Background: an optimization exercise with open tools, aiming at small area. Do not read the settings as production practice.
In this exercise RTL edits were held to simulation tests only and were not proved equivalent to the original.
Power and IR drop assume default switching activity.

==> inputs of v27 <==
## matrix_top
module matrix_top(mtxDataIn, mtxAddress, mtxRw, mtxCs, mtxClk, mtxReset, mtxDataOut,
                  irq_reg, SeqState, tx_ShiftPIEOut,
                  int_o
                  );
input  [31:0] mtxDataIn;
input  [7:0]  mtxAddress;
input         mtxRw;
input  [3:0]  mtxCs;
input         mtxClk;
input         mtxReset;
output [31:0] mtxDataOut;
input  [31:0] irq_reg;
output [4:0]  SeqState;
output        tx_ShiftPIEOut;
output        int_o;
wire [31:0] DataIn  = mtxDataIn;
wire [7:0]  Address = mtxAddress;
wire        Rw      = mtxRw;
wire [3:0]  Cs      = mtxCs;
wire        Clk     = mtxClk;
wire        Reset   = mtxReset;
wire [10:0] irq     = irq_reg[10:0];
wire [31:0] DataOut;
assign mtxDataOut = DataOut;
wire [3:0]   r_ExecHostCmd;
wire         h_Inv;
wire [15:0]  r_Data0Len, r_Data1Len, r_PiePWLen, r_RTCalLen, r_TRCalLen, r_Delimiter, r_LnkTimer4;
wire         v_Data0Len, v_Data1Len, v_PiePWLen, v_RTCalLen, v_TRCalLen, v_Delimiter, v_LnkTimer4;
wire [12:0]  r_DR_Ratio;
wire         v_DR_Ratio;
wire [31:0]  r_CmdReg, r_CmdPntReg;
wire         v_CmdReg, v_CmdPntReg;
wire [7:0]   r_CmdCntReg;
wire         v_CmdCntReg;
wire [255:0] r_CmdData;
wire [7:0]   v_CmdData;
wire [31:0]  r_Raw;
wire [15:0]  r_ShWr;
wire [3:0] Write = Cs & {4{Rw}};
wire       Read  = (|Cs) & ~Rw;
wire       W01   = Write[0] & Write[1];
wire       W0123 = W01 & Write[2] & Write[3];
wire [63:0] sel;
genvar g;
generate
  for (g = 0; g < 64; g = g + 1) begin : adec
    assign sel[g] = (Address == g);
  end
endgenerate
wire [15:0] hcsr0;  wire v_hcsr0;
wire [2:0]  hcsr1;
reg  [3:0]  hcsr2;
reg [15:0] HCSR_0_q; reg HCSR_0_vq;
always @(posedge Clk) if (W01 & sel[0]) HCSR_0_q <= DataIn[15:0];
always @(posedge Clk or posedge Reset) if (Reset) HCSR_0_vq <= 1'b0; else if (W01 & sel[0]) HCSR_0_vq <= 1'b1;
assign hcsr0 = HCSR_0_q; assign v_hcsr0 = HCSR_0_vq;
reg [2:0] HCSR_1_q;
always @(posedge Clk or posedge Reset) if (Reset) HCSR_1_q <= {3{1'b0}}; else if (Write[2] & sel[0]) HCSR_1_q <= DataIn[18:16];
assign hcsr1 = HCSR_1_q;
always @ (posedge Clk or posedge Reset)
begin
  if(Reset)
    hcsr2 <= 4'h0;
  else
  if(s_RstHostCmd)
    hcsr2 <= 4'h0;
  else
  if(Write[3] & sel[0])
  ...
export LEC_CHECK = 0
export CAP_MARGIN = 20
export CORE_MARGIN = 2
export CORE_UTILIZATION = 45
export CTS_BUF_LIST = sky130_fd_sc_hd__clkbuf_8
export CTS_CLUSTER_DIAMETER = 40
export CTS_CLUSTER_SIZE = 16
export PLACE_DENSITY = 0.7
export SLEW_MARGIN = 20
export SYNTH_HIERARCHICAL = 1
create_clock -name core_clock -period 10.0 [get_ports {mtxClk}]
standard.sh (not shown) runs the stock make flow with config.mk's settings and CLKGATE_MAP_FILE= SYNTH_SCRIPT=/design/flow/synth_recipe.tcl, a recipe that flattens the netlist after the stock synthesis.
==> flow/flow/run.sh <==
#!/bin/bash
# Layout flow: the standard flow (standard.sh) unchanged, except that Yosys maps the
# combinational logic with ABC's default script instead of ORFS's delay-oriented script
# (the clock is 10 ns, so the delay-oriented mapping only adds area).  Flip-flop mapping,
# register names, flattening and renaming are those of the standard synthesis.
set -euo pipefail
HERE=$(pwd)

# synthesis script: ORFS's synth.tcl with the ABC call reduced to the library arguments
sed -e 's#^  log_cmd abc {\*}$abc_args$#  log_cmd abc {*}$lib_args {*}$lib_dont_use_args#' \
    "$FLOW_HOME/scripts/synth.tcl" > "$HERE/flow_synth_core.tcl"
grep -q 'log_cmd abc {\*}$lib_args {\*}$lib_dont_use_args' "$HERE/flow_synth_core.tcl"
sed -e "s#source \$::env(SCRIPTS_DIR)/synth.tcl#source $HERE/flow_synth_core.tcl#" \
    synth_recipe.tcl > "$HERE/flow_synth.tcl"
grep -q "flow_synth_core.tcl" "$HERE/flow_synth.tcl"

# the standard flow with that synthesis script
sed -e "s#SYNTH_SCRIPT=[^ ]*#SYNTH_SCRIPT=$HERE/flow_synth.tcl#" standard.sh > "$HERE/flow_standard.sh"
grep -q "SYNTH_SCRIPT=$HERE/flow_synth.tcl" "$HERE/flow_standard.sh"

bash "$HERE/flow_standard.sh" > "$HERE/flow_make.log" 2>&1
==> v19 (differences from v27) <==
--- a/flow/flow/run.sh
+++ b/flow/flow/run.sh
@@ -1,6 +1,8 @@
 #!/bin/bash
-# Layout flow: the standard flow (standard.sh) unchanged, except that Yosys maps the
-# combinational logic with ABC's default script instead of ORFS's delay-oriented script
-# (the clock is 10 ns, so the delay-oriented mapping only adds area).  Flip-flop mapping,
-# register names, flattening and renaming are those of the standard synthesis.
+# Layout flow: the standard flow (standard.sh), with two changes:
+#  - Yosys maps the combinational logic with ABC's default script instead of ORFS's
+#    delay-oriented script (the clock is 10 ns, so the delay-oriented mapping only adds area).
+#    Flip-flop mapping, register names, flattening and renaming are the standard synthesis's.
+#  - clock tree synthesis does not add dummy loads to balance the clock buffers (same
+#    clustering and buffer settings as config.mk otherwise).
 set -euo pipefail
@@ -20,2 +22,4 @@
 
+export CTS_ARGS="-sink_clustering_enable -repair_clock_nets -sink_clustering_size 20 -sink_clustering_max_diameter 40 -buf_list sky130_fd_sc_hd__clkbuf_8 -dont_use_dummy_load"
+
 bash "$HERE/flow_standard.sh" > "$HERE/flow_make.log" 2>&1
Settings changed: CORE_UTILIZATION 45 to 40, CTS_CLUSTER_SIZE 16 to 20, PLACE_DENSITY 0.7 to unset.
==> v24 (differences from v27) <==
--- a/flow/flow/run.sh
+++ b/flow/flow/run.sh
@@ -1,6 +1,8 @@
 #!/bin/bash
-# Layout flow: the standard flow (standard.sh) unchanged, except that Yosys maps the
-# combinational logic with ABC's default script instead of ORFS's delay-oriented script
-# (the clock is 10 ns, so the delay-oriented mapping only adds area).  Flip-flop mapping,
-# register names, flattening and renaming are those of the standard synthesis.
+# Layout flow: the standard flow (standard.sh), with two changes:
+#  - Yosys maps the combinational logic with ABC's default script instead of ORFS's
+#    delay-oriented script (the clock is 10 ns, so the delay-oriented mapping only adds area).
+#    Flip-flop mapping, register names, flattening and renaming are the standard synthesis's.
+#  - clock tree synthesis does not add dummy loads to balance the clock buffers (same
+#    clustering and buffer settings as config.mk otherwise).
 set -euo pipefail
@@ -20,2 +22,6 @@
 
+# a few more antenna repair rounds after detailed routing than the default 5
+export MAX_REPAIR_ANTENNAS_ITER_DRT=8
+export CTS_ARGS="-sink_clustering_enable -repair_clock_nets -sink_clustering_size 20 -sink_clustering_max_diameter 40 -buf_list sky130_fd_sc_hd__clkbuf_8 -dont_use_dummy_load"
+
 bash "$HERE/flow_standard.sh" > "$HERE/flow_make.log" 2>&1
Settings changed: CORE_UTILIZATION 45 to 42, CTS_CLUSTER_SIZE 16 to 20, PLACE_DENSITY 0.7 to 0.65.
==> v17 (differences from v27) <==
--- a/flow/flow/run.sh
+++ b/flow/flow/run.sh
@@ -1,6 +1,8 @@
 #!/bin/bash
-# Layout flow: the standard flow (standard.sh) unchanged, except that Yosys maps the
-# combinational logic with ABC's default script instead of ORFS's delay-oriented script
-# (the clock is 10 ns, so the delay-oriented mapping only adds area).  Flip-flop mapping,
-# register names, flattening and renaming are those of the standard synthesis.
+# Layout flow: the standard flow (standard.sh), with two changes:
+#  - Yosys maps the combinational logic with ABC's default script instead of ORFS's
+#    delay-oriented script (the clock is 10 ns, so the delay-oriented mapping only adds area).
+#    Flip-flop mapping, register names, flattening and renaming are the standard synthesis's.
+#  - clock tree synthesis does not add dummy loads to balance the clock buffers (same
+#    clustering and buffer settings as config.mk otherwise).
 set -euo pipefail
@@ -20,2 +22,4 @@
 
+export CTS_ARGS="-sink_clustering_enable -repair_clock_nets -sink_clustering_size 20 -sink_clustering_max_diameter 40 -buf_list sky130_fd_sc_hd__clkbuf_8 -dont_use_dummy_load"
+
 bash "$HERE/flow_standard.sh" > "$HERE/flow_make.log" 2>&1
Settings changed: CORE_UTILIZATION 45 to 50, CTS_CLUSTER_SIZE 16 to 20, PLACE_DENSITY 0.7 to 0.75.
==> notes <==
- v17 completed without violations. v27 ran to the end with no violations. v24 finished clean. v19 reached the layout checks and failed them: antenna violations.
- Hold slack: v24 is lower than v27 (4.5 ps).
- In sequential power, v24 and v17 hardly differ.
- The lowest routed wire length belongs to v17, the highest to v19.
- Global-route usage, lowest first: v19, v24, v27, v17.
- Core utilization: v19 is lower than v17 (11 points).
- In v17 the fmax is lower than in v19, by about 3%.
==> figures <==
Antenna diodes: v19 14; v24 14; v27 8; v17 7
Fill cell count: v19 11100; v24 10200; v27 9064; v17 7772
Fin cells: v19 5039; v24 4984; v27 4982; v17 4723
Relative slew margins: v19 17.5%; v24 16.4%; v27 18.7%; v17 14.9%
Required time at the worst-slack endpoint: v19 10490 ps; v24 10490 ps; v27 10540 ps; v17 10470 ps
Wire length on met2: v19 81000 µm; v24 77100 µm; v27 77400 µm; v17 75000 µm
Met3 Routed Length: v19 26900 µm; v24 27300 µm; v27 29400 µm; v17 32300 µm
Grt met3 use: v19 7.70%; v24 9.33%; v27 10.1%; v17 12.1%
Power share of the sequential group: v19 62.1%; v24 63.1%; v27 56.8%; v17 63.0%
Portion of the layout cell area used by non-clock buffers: v19 3.22%; v24 3.03%; v27 3.02%; v17 3.24%
Final Critical Period: v19 9430 ps; v24 9500 ps; v27 9470 ps; v17 9730 ps
Die X: v19 360 µm; v24 352 µm; v27 340 µm; v17 323 µm
Outcome: v19 complete, but fails checks; v24 timing/DRC/antenna clean; v27 timing/DRC/antenna clean; v17 timing/DRC/antenna clean
Reasons for failing layout checks: v19 antenna violations; v24 -; v27 -; v17 -

-- re-timing with driven ports --
Ports are ideal in the flow. The routed layouts listed here were re-timed in OpenROAD.
Step 1, drivers: a clkbuf_16 drives mtxClk and a buf_2 each remaining input, both assumed.
Step 2 also shifts input and output timing later by t, the mid clock arrival at the registers, as if the neighbouring blocks saw the same clock.
Three values: no drivers, after step 1, after step 2; two values: the first two.
run | shift t [ns] | setup WS [ns] | hold WS [ns] | clock arrival spread, ns
v27 | 0.936 | 0.526 / 0.526 / 0.526 | 0.475 / 0.475 / 0.475 | 0.055 / 0.056
v19 | 0.934 | 0.570 / 0.570 / 0.570 | 0.471 / 0.471 / 0.471 | 0.126 / 0.126
v24 | 0.894 | 0.504 / 0.504 / 0.504 | 0.470 / 0.470 / 0.470 | 0.111 / 0.111
v17 | 0.877 | 0.272 / 0.272 / 0.272 | 0.472 / 0.472 / 0.472 | 0.125 / 0.125
